Background: an optimization exercise with open tools, aiming at small area and a short achievable clock period. Do not read the settings as production practice. Function was checked by simulation only, so behaviour that the tests miss may differ from the original.

**flow/design.v**
```verilog
module cpu_aoi222(a0, s0, a1, s1, a2, s2, y);
    input a0, s0, a1, s1, a2, s2;
    output y;
    assign y = ~((a0 & s0) | (a1 & s1) | (a2 & s2));
endmodule
module cpu_sel8(d, s, y);
    input [7:0] d, s;
    output y;
    assign y = |(d & s);
endmodule
module cpu_sel7(d, s, y);
    input [6:0] d, s;
    output y;
    assign y = |(d & s);
endmodule
module cpu_sel4(d, s, y);
    input [3:0] d, s;
    output y;
    assign y = |(d & s);
endmodule
module cpu_decoder(code, pc, inst);
    input  [255:0] code;
    input  [7:0]   pc;
    output [15:0]  inst;
    wire [7:0] sh = 8'b1 << pc[7:5];
    wire [7:0] sm = 8'b1 << pc[4:2];
    wire [3:0] sl = 4'b1 << pc[1:0];
    wire [46:0] s1;
    wire [18:0] s2;
    genvar j, k;
    generate
        for (j = 0; j < 32; j = j + 1) begin : g1
            wire [7:0] t;
            for (k = 0; k < 8; k = k + 1) begin : g1k
                assign t[k] = code[32 * k + j];
            end
            cpu_sel8 u(.d(t), .s(sh), .y(s1[j]));
        end
        for (j = 32; j < 47; j = j + 1) begin : g1e
            wire [6:0] t;
            for (k = 0; k < 7; k = k + 1) begin : g1k
                assign t[k] = code[32 * k + j];
            end
            cpu_sel7 u(.d(t), .s(sh[6:0]), .y(s1[j]));
        end
        for (j = 0; j < 19; j = j + 1) begin : g2
            wire [7:0] t;
            for (k = 0; k < 8; k = k + 1) begin : g2k
                assign t[k] = s1[4 * k + j];
            end
            cpu_sel8 u(.d(t), .s(sm), .y(s2[j]));
        end
        for (j = 0; j < 16; j = j + 1) begin : g3
            cpu_sel4 u(.d(s2[j +: 4]), .s(sl), .y(inst[j]));
        end
    endgenerate
endmodule
module cpu_div(a, b, quo);
    input  [7:0] a, b;
    output [7:0] quo;
    wire [9:0] b1 = {2'b0, b};
    wire [9:0] b2 = {1'b0, b, 1'b0};
    wire [9:0] b3 = b1 + b2;
    wire [9:0] nb1 = ~b1, nb2 = ~b2;
    reg [3:0] t3w4;
    always @* begin
        case (b[2:0])
            3'd0: t3w4 = 4'd0;
            3'd1: t3w4 = 4'd3;
            3'd2: t3w4 = 4'd6;
            3'd3: t3w4 = 4'd9;
            3'd4: t3w4 = 4'd12;
            3'd5: t3w4 = 4'd15;
            3'd6: t3w4 = 4'd2;
            3'd7: t3w4 = 4'd5;
            default: t3w4 = 4'd0;
        endcase
    end
    reg [5:0] t3w6;
    always @* begin
        case (b[4:0])
            5'd0: t3w6 = 6'd0;
            5'd1: t3w6 = 6'd3;
            5'd2: t3w6 = 6'd6;
            5'd3: t3w6 = 6'd9;
            5'd4: t3w6 = 6'd12;
            5'd5: t3w6 = 6'd15;
            5'd6: t3w6 = 6'd18;
            5'd7: t3w6 = 6'd21;
            5'd8: t3w6 = 6'd24;
            5'd9: t3w6 = 6'd27;
            5'd10: t3w6 = 6'd30;
            5'd11: t3w6 = 6'd33;
            5'd12: t3w6 = 6'd36;
            5'd13: t3w6 = 6'd39;
            5'd14: t3w6 = 6'd42;
            5'd15: t3w6 = 6'd45;
            5'd16: t3w6 = 6'd48;
            5'd17: t3w6 = 6'd51;
            5'd18: t3w6 = 6'd54;
            5'd19: t3w6 = 6'd57;
            5'd20: t3w6 = 6'd60;
            5'd21: t3w6 = 6'd63;
            5'd22: t3w6 = 6'd2;
            5'd23: t3w6 = 6'd5;
            5'd24: t3w6 = 6'd8;
            5'd25: t3w6 = 6'd11;
            5'd26: t3w6 = 6'd14;
            5'd27: t3w6 = 6'd17;
            5'd28: t3w6 = 6'd20;
            5'd29: t3w6 = 6'd23;
            5'd30: t3w6 = 6'd26;
            5'd31: t3w6 = 6'd29;
            default: t3w6 = 6'd0;
        endcase
    end
    wire [9:0] nb3 = ~b3;
    wire [3:0] hz1 = {1'b1, b[7:6] == 0, b[7:4] == 0, b[7:2] == 0};
    wire [3:0] hz2 = {~b[7], b[7:5] == 0, b[7:3] == 0, b[7:1] == 0};
    wire [3:0] hz3 = {b <= 8'd85, b <= 8'd21, b <= 8'd5, b <= 8'd1};
    wire [7:0] rem [0:4];
    assign rem[4] = 8'b0;
    genvar s;
    generate
        for (s = 3; s >= 0; s = s - 1) begin : gs
            localparam W = 8 - 2 * s;
            wire [W-1:0] x;
            if (W == 2) begin : gx2
                assign x = a[2*s +: 2];
            end else begin : gxn
                assign x = {rem[s + 1][W-3:0], a[2*s +: 2]};
            end
            wire [W-1:0] m3;
            if (W == 2) begin : gm2
                assign m3 = {b[0], b[0]};
            end else if (W == 4) begin : gm4
                assign m3 = t3w4;
            end else if (W == 6) begin : gm6
                assign m3 = t3w6;
            end else begin : gm8
                assign m3 = b3[W-1:0];
            end
            wire [W:0] d1, d2, d3;
            wire ge1, ge2, ge3;
            if (W == 8) begin : gc
                wire [W:0] w1, w2, w3;
                assign w1[0] = 1'b0;
                assign w2[0] = 1'b0;
                assign w3[0] = 1'b0;
                genvar i;
                for (i = 0; i < W; i = i + 1) begin : gw
                    assign w1[i+1] = (~x[i] & b1[i]) | ((~x[i] | b1[i]) & w1[i]);
                    assign w2[i+1] = (~x[i] & b2[i]) | ((~x[i] | b2[i]) & w2[i]);
                    assign w3[i+1] = (~x[i] & b3[i]) | ((~x[i] | b3[i]) & w3[i]);
                end
                assign d1 = {W+1{1'b0}};
                assign d2 = {W+1{1'b0}};
                assign d3 = {W+1{1'b0}};
                assign ge1 = hz1[3-s] & ~w1[W];
                assign ge2 = hz2[3-s] & ~w2[W];
                assign ge3 = hz3[3-s] & ~w3[W];
            end else begin : gs
                assign d1 = {1'b0, x} + {1'b1, nb1[W-1:0]} + 1'b1;
                assign d2 = {1'b0, x} + {1'b1, nb2[W-1:0]} + 1'b1;
                assign d3 = {1'b0, x} + {1'b1, ~m3} + 1'b1;
                assign ge1 = hz1[3-s] & ~d1[W];
                assign ge2 = hz2[3-s] & ~d2[W];
                assign ge3 = hz3[3-s] & ~d3[W];
            end
            assign quo[2*s+1] = ge2;
            assign quo[2*s]   = ge3 | (ge1 & ~ge2);
            wire [W-1:0] r = ({W{ge3}} & d3[W-1:0]) | ({W{ge2 & ~ge3}} & d2[W-1:0]) |
                             ({W{ge1 & ~ge2}} & d1[W-1:0]) | ({W{~ge1}} & x);
            if (W == 8) begin : gr8
                assign rem[s] = r;
            end else begin : grn
                assign rem[s] = {{(8-W){1'b0}}, r};
            end
        end
    endgenerate
endmodule
module cpu_fa(a, b, ci, s, c);
    input a, b, ci;
    output s, c;
    assign {c, s} = a + b + ci;
endmodule
module cpu_mul(a, b, p);
    input  [7:0] a, b;
    output [7:0] p;
    wire [7:0] r [0:7];
    genvar i;
    generate
        for (i = 0; i < 8; i = i + 1) begin : gr
            assign r[i] = (a & {8{b[i]}}) << i;
        end
    endgenerate
    wire [7:0] s1 = r[0] ^ r[1] ^ r[2];
    wire [7:0] c1 = ((r[0] & r[1]) | (r[0] & r[2]) | (r[1] & r[2])) << 1;
    wire [7:0] s2 = r[3] ^ r[4] ^ r[5];
    wire [7:0] c2 = ((r[3] & r[4]) | (r[3] & r[5]) | (r[4] & r[5])) << 1;
    wire [7:0] s3 = s1 ^ c1 ^ s2;
    wire [7:0] c3 = ((s1 & c1) | (s1 & s2) | (c1 & s2)) << 1;
    wire [7:0] s4 = c2 ^ r[6] ^ r[7];
    wire [7:0] c4 = ((c2 & r[6]) | (c2 & r[7]) | (r[6] & r[7])) << 1;
    wire [7:0] s5 = s3 ^ c3 ^ s4;
    wire [7:0] c5 = ((s3 & c3) | (s3 & s4) | (c3 & s4)) << 1;
    assign p = s5 + c5 + c4;
endmodule
module cpu_rdport(regs, sel, q);
    input  [63:0] regs;
    input  [7:0]  sel;
    output [7:0]  q;
    genvar j, k;
    generate
        for (j = 0; j < 8; j = j + 1) begin : g
            wire [7:0] t;
            for (k = 0; k < 8; k = k + 1) begin : gk
                assign t[k] = regs[8 * k + j];
            end
            cpu_sel8 u(t, sel, q[j]);
        end
    endgenerate
endmodule
module cpu_ha(a, b, s, c);
    input a, b;
    output s, c;
    assign {c, s} = a + b;
endmodule
module cpu_sel6(d, s, y);
    input [5:0] d, s;
    output y;
    wire n0, n1;
    cpu_aoi222 u0(d[0], s[0], d[1], s[1], d[2], s[2], n0);
    cpu_aoi222 u1(d[3], s[3], d[4], s[4], d[5], s[5], n1);
    assign y = ~(n0 & n1);
endmodule
module cpu_sel3(d, s, y);
    input [2:0] d, s;
    output y;
    wire n;
    cpu_aoi222 u(d[0], s[0], d[1], s[1], d[2], s[2], n);
    assign y = ~n;
endmodule
module cpu_adder(a, b, en_b, inv, cin, sum, g, p);
    input  [7:0] a, b;
    input        en_b, inv, cin;
    output [7:0] sum, g, p;
    wire [7:0] bb = (b & {8{en_b}}) ^ {8{inv}};
    wire [8:0] c;
    assign c[0] = cin;
    genvar i;
    generate
        for (i = 0; i < 8; i = i + 1) begin : g_bit
            cpu_ha h(.a(a[i]), .b(bb[i]), .s(p[i]), .c(g[i]));
            assign c[i+1] = g[i] | (p[i] & c[i]);
        end
    endgenerate
    assign sum = p ^ c[7:0];
endmodule
module cpu_cmp(a, d, b, same, lt, eq);
    input  [7:0] a, d, b;
    input        same;
    output       lt, eq;
    wire [8:0] w;
    assign w[0] = 1'b0;
    genvar i;
    generate
        for (i = 0; i < 8; i = i + 1) begin : g
            assign w[i+1] = (~d[i] & b[i]) | ((~d[i] | b[i]) & w[i]);
        end
    endgenerate
    assign lt = !same && w[8];
    assign eq = same || (a == {b[6:0], 1'b0});
endmodule
module cpu_ctrl(op, reset, cmp_state, pc, en_b, inv, cin, s_res, wr, s_pc, is_out, is_sub, seq);
    input  [4:0] op;
    input        reset;
    input  [1:0] cmp_state;
    input  [7:0] pc;
    output       en_b, inv, cin;
    output [5:0] s_res;
    output       wr;
    output [2:0] s_pc;
    output       is_out, is_sub;
    output [7:0] seq;
    wire z43 = ~op[4] & ~op[3];
    wire o01 = ~op[4] & op[3];
    wire lg  = op[4] & ~op[3] & ~op[2] & ~(op[1] & op[0]);
    wire as  = o01 & (op[2] ? ~op[1] : op[1]);
    wire is_imm = z43 & ~op[2] & ~op[1] & ~op[0];
    wire is_mul = o01 & op[2] & op[1] & ~op[0];
    wire is_div = o01 & op[2] & op[1] & op[0];
    wire is_add = o01 & op[2] & ~op[1] & ~op[0];
    assign is_out = z43 & ~op[2] & ~op[1] & op[0];
    assign is_sub = o01 & op[2] & ~op[1] & op[0];
    assign en_b = is_add | is_sub | lg;
    assign inv  = as & op[0];
    assign cin  = as & (op[2] ~^ op[0]);
    assign s_res = {as, lg & (op[1] | op[0]), lg & ~op[1], is_imm, is_div, is_mul};
    assign wr = is_imm | as | is_mul | is_div | lg;
    wire jr = ~op[4] & (op[3] ? ~op[2] & ~op[1] : op[2] | op[1]);
    wire [1:0] k = op[3] ? 2'd2 : {1'b0, op[1]};
    wire tk = jr & (z43 & ~op[2] | cmp_state == k);
    assign s_pc = {!reset && !tk, !reset && tk && !op[0], !reset && tk && op[0]};
    reg [4:0] len;
    always @* begin
        case (op)
            5'd0:                 len = 5'd16;
            5'd1, 5'd5, 5'd7, 5'd9,
            5'd10, 5'd11:         len = 5'd8;
            5'd4, 5'd6, 5'd8:     len = 5'd13;
            5'd12, 5'd13, 5'd14, 5'd15,
            5'd16, 5'd17, 5'd18:  len = 5'd11;
            default:              len = 5'd0;
        endcase
    end
    assign seq = pc + {3'b0, len};
endmodule
module cpu_cpu(clk, reset, code, out);
    input clk, reset;
    input  [255:0] code;
    output reg [7:0] out;
    reg [7:0] pc;
    reg [7:0] regs [0:7];
    reg [1:0] cmp_state;
    wire [15:0] inst;
    cpu_decoder decoder(.code(code), .pc(pc), .inst(inst));
    wire [4:0] op    = inst[4:0];
    wire [2:0] ra    = inst[7:5];
    wire [2:0] rb    = inst[10:8];
    wire [7:0] imm_i = inst[15:8];
    wire [7:0] imm_j = inst[12:5];
    wire [7:0] ra_oh = 8'b1 << ra;
    wire [7:0] rb_oh = 8'b1 << rb;
    wire [63:0] rflat = {regs[7], regs[6], regs[5], regs[4],
                         regs[3], regs[2], regs[1], regs[0]};
    wire [7:0] a, b;
    cpu_rdport rda(.regs(rflat), .sel(ra_oh), .q(a));
    cpu_rdport rdb(.regs(rflat), .sel(rb_oh), .q(b));
    wire en_b, inv, cin, wr, is_out, is_sub;
    wire [5:0] s_res;
    wire [2:0] s_pc;
    wire [7:0] seq;
    cpu_ctrl ctrl(.op(op), .reset(reset), .cmp_state(cmp_state), .pc(pc),
                  .en_b(en_b), .inv(inv), .cin(cin), .s_res(s_res), .wr(wr),
                  .s_pc(s_pc), .is_out(is_out), .is_sub(is_sub), .seq(seq));
    wire [7:0] sum, g, p, prod, quo, res, pc_next;
    wire lt, eq;
    cpu_adder adder(.a(a), .b(b), .en_b(en_b), .inv(inv), .cin(cin), .sum(sum), .g(g), .p(p));
    cpu_cmp cmp(.a(a), .d(sum), .b(b), .same(ra == rb), .lt(lt), .eq(eq));
    cpu_mul mul(.a(a), .b(b), .p(prod));
    cpu_div div(.a(a), .b(b), .quo(quo));
    genvar j;
    generate
        for (j = 0; j < 8; j = j + 1) begin : g_res
            cpu_sel6 ur(.d({sum[j], p[j], g[j], imm_i[j], quo[j], prod[j]}), .s(s_res), .y(res[j]));
            cpu_sel3 up(.d({seq[j], imm_j[j], a[j]}), .s(s_pc), .y(pc_next[j]));
        end
    endgenerate
    integer k;
    always @(posedge clk) begin
        pc <= pc_next;
        if (!reset) begin
            for (k = 0; k < 8; k = k + 1)
                if (wr && ra_oh[k])
                    regs[k] <= res;
            if (is_sub)
                cmp_state <= lt ? 2'd0 : eq ? 2'd1 : 2'd2;
            if (is_out)
                out <= a;
        end
    end
endmodule
```
**flow/flow/run.sh**
```bash
#!/bin/bash
# Standard layout, with the smallest buffer on the ports and timing repair
# aiming 8.5 ns past the clock period.
set -euo pipefail
bash standard.sh "BUFFER_PORTS_ARGS=-buffer_cell sky130_fd_sc_hd__buf_1" SETUP_SLACK_MARGIN=8.5 finish > make_finish.log 2>&1
```
**flow/standard.sh**
```bash
#!/bin/bash
# synth_recipe.tcl (not shown) runs the flow's synth.tcl, then flattens the netlist and writes it again
# the make line also repeats each setting of config.mk as NAME=value (left out here)
make -C /OpenROAD-flow-scripts/flow DESIGN_CONFIG=/design/flow/config.mk WORK_HOME=/design/flow/orfs CLKGATE_MAP_FILE= SYNTH_SCRIPT=/design/flow/synth_recipe.tcl "${@:-finish}"
```
**flow/config.mk**
```make
export PLATFORM = sky130hd
export DESIGN_NAME = cpu_cpu
export DESIGN_NICKNAME = cpu_cpu
export VERILOG_FILES = /design/flow/design.v
export SDC_FILE = /design/flow/constraint.sdc
export NUM_CORES = 4
export LEC_CHECK = 0
export CAP_MARGIN = 20
export CORE_MARGIN = 2
export CORE_UTILIZATION = 50
export CTS_BUF_LIST = sky130_fd_sc_hd__clkbuf_8
export SLEW_MARGIN = 20
export SYNTH_HIERARCHICAL = 1
export SYNTH_MINIMUM_KEEP_SIZE = 0
```
**flow/constraint.sdc**
```tcl
create_clock -name core_clock -period 22.0 [get_ports {clk}]
set_input_delay 4.4000 -clock core_clock [delete_from_list [all_inputs] [get_ports {clk}]]
set_output_delay 4.4000 -clock core_clock [all_outputs]
set_load 0.01 [all_outputs]
```
==> insert_results.sql <==
INSERT INTO impl_metrics (metric_group, metric, value, unit) VALUES
('outcome', 'result_of_the_run', 'no timing/DRC/antenna violations', ''),
('floorplanning', 'dieHeight', '150', 'µm'),
('timing', 'maxSlewViolCount', '0', ''),
('synth', 'synthDominantAreaCellType', 'a22oi_1', ''),
('floorplanning', 'floorplan.initialDensity', '0.509', ''),
('detailed_routing', 'drt-wirelength-per-cell', '22.7', 'µm'),
('placement', 'post-place-ws', '7.34', 'ns'),
('synth', 'synth_async_sr_flop_share', '0', ''),
('timing', 'final_min_period_over_clock_period', '0.594', ''),
('cts', 'htree_num_levels', '3', ''),
('timing', 'unrepaired_setup_endpoints_after_global_routing', 'false', ''),
('synth', 'synth-seq-cells', '82', ''),
('timing', 'worst_pin_slew', '1.27', 'ns'),
('setup_path', 'slowest_stage', 'or3b_4', ''),
('finish', 'finish.instance_area', '13000', 'µm²'),
('finish', 'final_nets', '1884', ''),
('cts', 'clk_pin_slew_worst_paths', '0.09', 'ns'),
('global_route', 'grt_start_max_net_pins', '48', ''),
('finish', 'layout-drive-gt1-share', '0.132', ''),
('detailed_routing', 'first_iter_violations', '1396', ''),
('synth', 'avgSynthCellArea', '8.95', 'µm²'),
('cts', 'cts.root.buffer_cell', 'clkbuf_8', ''),
('finish', 'finish.cell_count_without_fillers', '1800', ''),
('cts', 'clk_path_buf_depth', '2', ''),
('worst_hold_path', 'hold_path_startpoint', 'pc[0]', ''),
('placement', 'detailed_place_hpwl', '30400', 'µm'),
('finish', 'finish.utilization', '0.620', ''),
('setup_path', 'worst_setup_path_start_kind', 'input pin', ''),
('finish', 'areaGrowthSynthToFinish', '21.8', '%'),
('cts', 'cts.hold.buffers_added', '0', ''),
('floorplanning', 'pin_count', '266', ''),
('setup_path', 'worstPathMaxFanout', '14', ''),
('synth', 'yosys_most_used_dff', 'edfxtp_1', ''),
('setup_path', 'timing.critical_path.max_delay_family', 'compound AO/OA/AOI/OAI gates', ''),
('placement', 'placedCellCount', '1732', ''),
('global_route', 'first_global_vias', '11346', ''),
('detailed_routing', 'via_per_inst', '6.80', ''),
('timing', 'post-route-min-period', '13.06', 'ns'),
('synth', 'netlist-cell-type-count', '88', ''),
('global_route', 'gr-usage-all-layers', '0.350', ''),
('timing', 'min_setup_slack_post_route', '8.94', 'ns'),
('detailed_routing', 'routed-via-count', '12233', ''),
('placement', 'buffer_ports.inserted', '265', ''),
('global_route', 'antenna_found_initial', '0', ''),
('setup_path', 'worst-path-buf-inv', '7', ''),
('floorplanning', 'fp.coreArea', '21000', 'µm²'),
('timing', 'max-slew-margin-rel', '0.153', ''),
('setup_path', 'cp_data_arrival_time', '13.12', 'ns'),
('timing', 'hold_viol', '0', ''),
('synth', 'synth_most_common_cell', 'a22oi_1', ''),
('setup_path', 'cp_slowest_stage_delay', '0.47', 'ns'),
('worst_hold_path', 'min_path_type', 'reg -> reg', ''),
('setup_path', 'cp-startpoint', 'code[186]', ''),
('synth', 'synth-edff-count', '74', ''),
('timing', 'max_freq', '0.0766', 'GHz'),
('placement', 'globalplace.congestion', '0.953', ''),
('setup_path', 'capturing_element_type_of_the_critical_path', 'flip-flop', ''),
('synth', 'synth-seq-area-share', '0.223', ''),
('timing', 'setup_violations_final', '0', ''),
('timing', 'clock-skew-final', '0.0109', 'ns'),
('timing', 'hold-worst-slack', '0.740', 'ns'),
('run', 'max-cap-violations', '0', ''),
('floorplanning', 'dieWidth', '150', 'µm'),
('detailed_routing', 'detail_route.wirelength', '40800', 'µm'),
('timing', 'tns', '0', 'ns'),
('setup_path', 'type_of_the_setup_path_with_the_least_slack', 'in -> reg', ''),
('global_route', 'grt_first_pass_wirelength', '62100', 'µm'),
('synth', 'post_synth_main_area_contributors', 'a22oi_1, edfxtp_1, ha_1, fa_1, nand4_1', ''),
('synth', 'synth.cells.most_frequent', 'a22oi_1, ha_1, nand2_1, edfxtp_1, nand4_1', '');
## final timing paths
check / end / slack, ns / cells past startpoint
setup / recovery: regs[6][0] / 8.94 / 39
hold / removal: pc[0] / 0.74 / 3
setup reg to reg: regs[6][0] / 11.60 / 40
hold reg to reg: pc[0] / 0.74 / 3
## per-module statistics from Yosys, one instance, submodules excluded, a selection
module / times used / cell area (µm²) / flip-flops and latches
cpu_cpu: 1 / 2640 / 82
cpu_ctrl: 1 / 559 / 0
cpu_adder: 1 / 256 / 0
cpu_sel3: 8 / 3.75 / 0
cpu_cmp: 1 / 224 / 0
cpu_ha: 8 / 12.5 / 0
cpu_sel4: 16 / 18.8 / 0
cpu_mul: 1 / 757 / 0
cpu_sel7: 15 / 30.0 / 0
## layout by cell type, fill, tap and decap left out, types with 9 or more instances in the layout
| cell type | Yosys | layout |
|---|---|---|
| edfxtp_1 | 74 | 74 |
| buf_4 | 9 | 70 |
| a22oi_2 | 0 | 11 |
| nand3_1 | 30 | 30 |
| xnor2_1 | 33 | 33 |
| o21ai_0 | 16 | 15 |
| a222oi_1 | 40 | 40 |
| fa_1 | 24 | 24 |
| nor2b_1 | 16 | 16 |
| ha_1 | 82 | 82 |
| nand2_1 | 76 | 68 |
| inv_1 | 66 | 59 |
| nand4_1 | 68 | 68 |
| xor2_1 | 21 | 21 |
| clkbuf_8 | 0 | 9 |
| o211ai_1 | 9 | 9 |
| buf_1 | 0 | 265 |
| a21oi_1 | 32 | 32 |
| and2_1 | 21 | 20 |
| a22oi_1 | 330 | 319 |
| nor2_1 | 48 | 40 |
| a21o_1 | 10 | 10 |
## area by class of cell
cell class                      instances  area, µm²
Tap cell                              275        344
Fill cell                            1894       7960
Inverter                               69        283
Sequential cell                        82       2380
Timing Repair Buffer                  340       1590
Clock inverter                          7       73.8
Clock buffer                            9        124
Multi-Input combinational cell       1018       8200
## flip-flops by register name, indices dropped and copies added, names as in the netlist
signal / cells
out: 8
regs: 64
cmp_state: 2
pc: 8
## timing repair
item,CTS,global route
pin swaps,2,32
gates resized for setup,28,53
setup endpoints to repair,16,16
cloned,0,1
buffers inserted,4,47
## metal layers
layer	global-route usage	share of wire	vias to the layer above
li1	-	-	5594
met1	0.463	0.40	5779
met2	0.571	0.47	761
met3	0.0607	0.088	99
met4	0.136	0.038	0
met5	0	0	-
## kinds of logic (layout without fill, tap and decap cells)
kind of cell             after synthesis  in the layout  synth area share
flip-flops                            82             82             0.223
AO/OA/AOI/OAI                        504            504             0.363
buffers and inverters                 93            425            0.0390
XOR/XNOR                              56             56            0.0480
multiplexers                           3              3           0.00281
adder cells (fa/ha/maj)              114            114             0.149
AND/OR/NAND/NOR                      340            341             0.175
## worst min-delay path, delay by kind of cell, from the launching register on
kind	cells	cell delay, ns
DFF	1	0.41
adders and majority gates	1	0.17
AOI/OAI and AO/OA	1	0.09
buffers and inverters	1	0.05

[static timing again, ports no longer ideal]
How much do the figures lean on ideal ports? The routed layout below was timed once more, with nothing changed but the port constraints.
Step 1 sets driving cells, clkbuf_16 on the clock port and buf_2 on the other inputs (assumed; they add their load-dependent delay and slew).
Step 2 moves the port delays by t, midway between the first and last clock arrival at a register: inputs arrive t later, outputs are due t later. That takes back most of the time a late clock gives input paths.
Slacks: ideal / step 1 / step 2; pairs: ideal / step 1.
t (ns): 0.395
setup slack, ns: 8.941 / 8.940 / 8.545
worst setup path after step 2: input to register
clock arrival spread, ns: 0.010 / 0.010
worst register clock-pin slew, ns: 0.10 / 0.10
After both steps setup and hold are still met in this run. For this run, drivers alone change the setup slack by -0.001 ns; drivers and shift together by -0.396 ns.
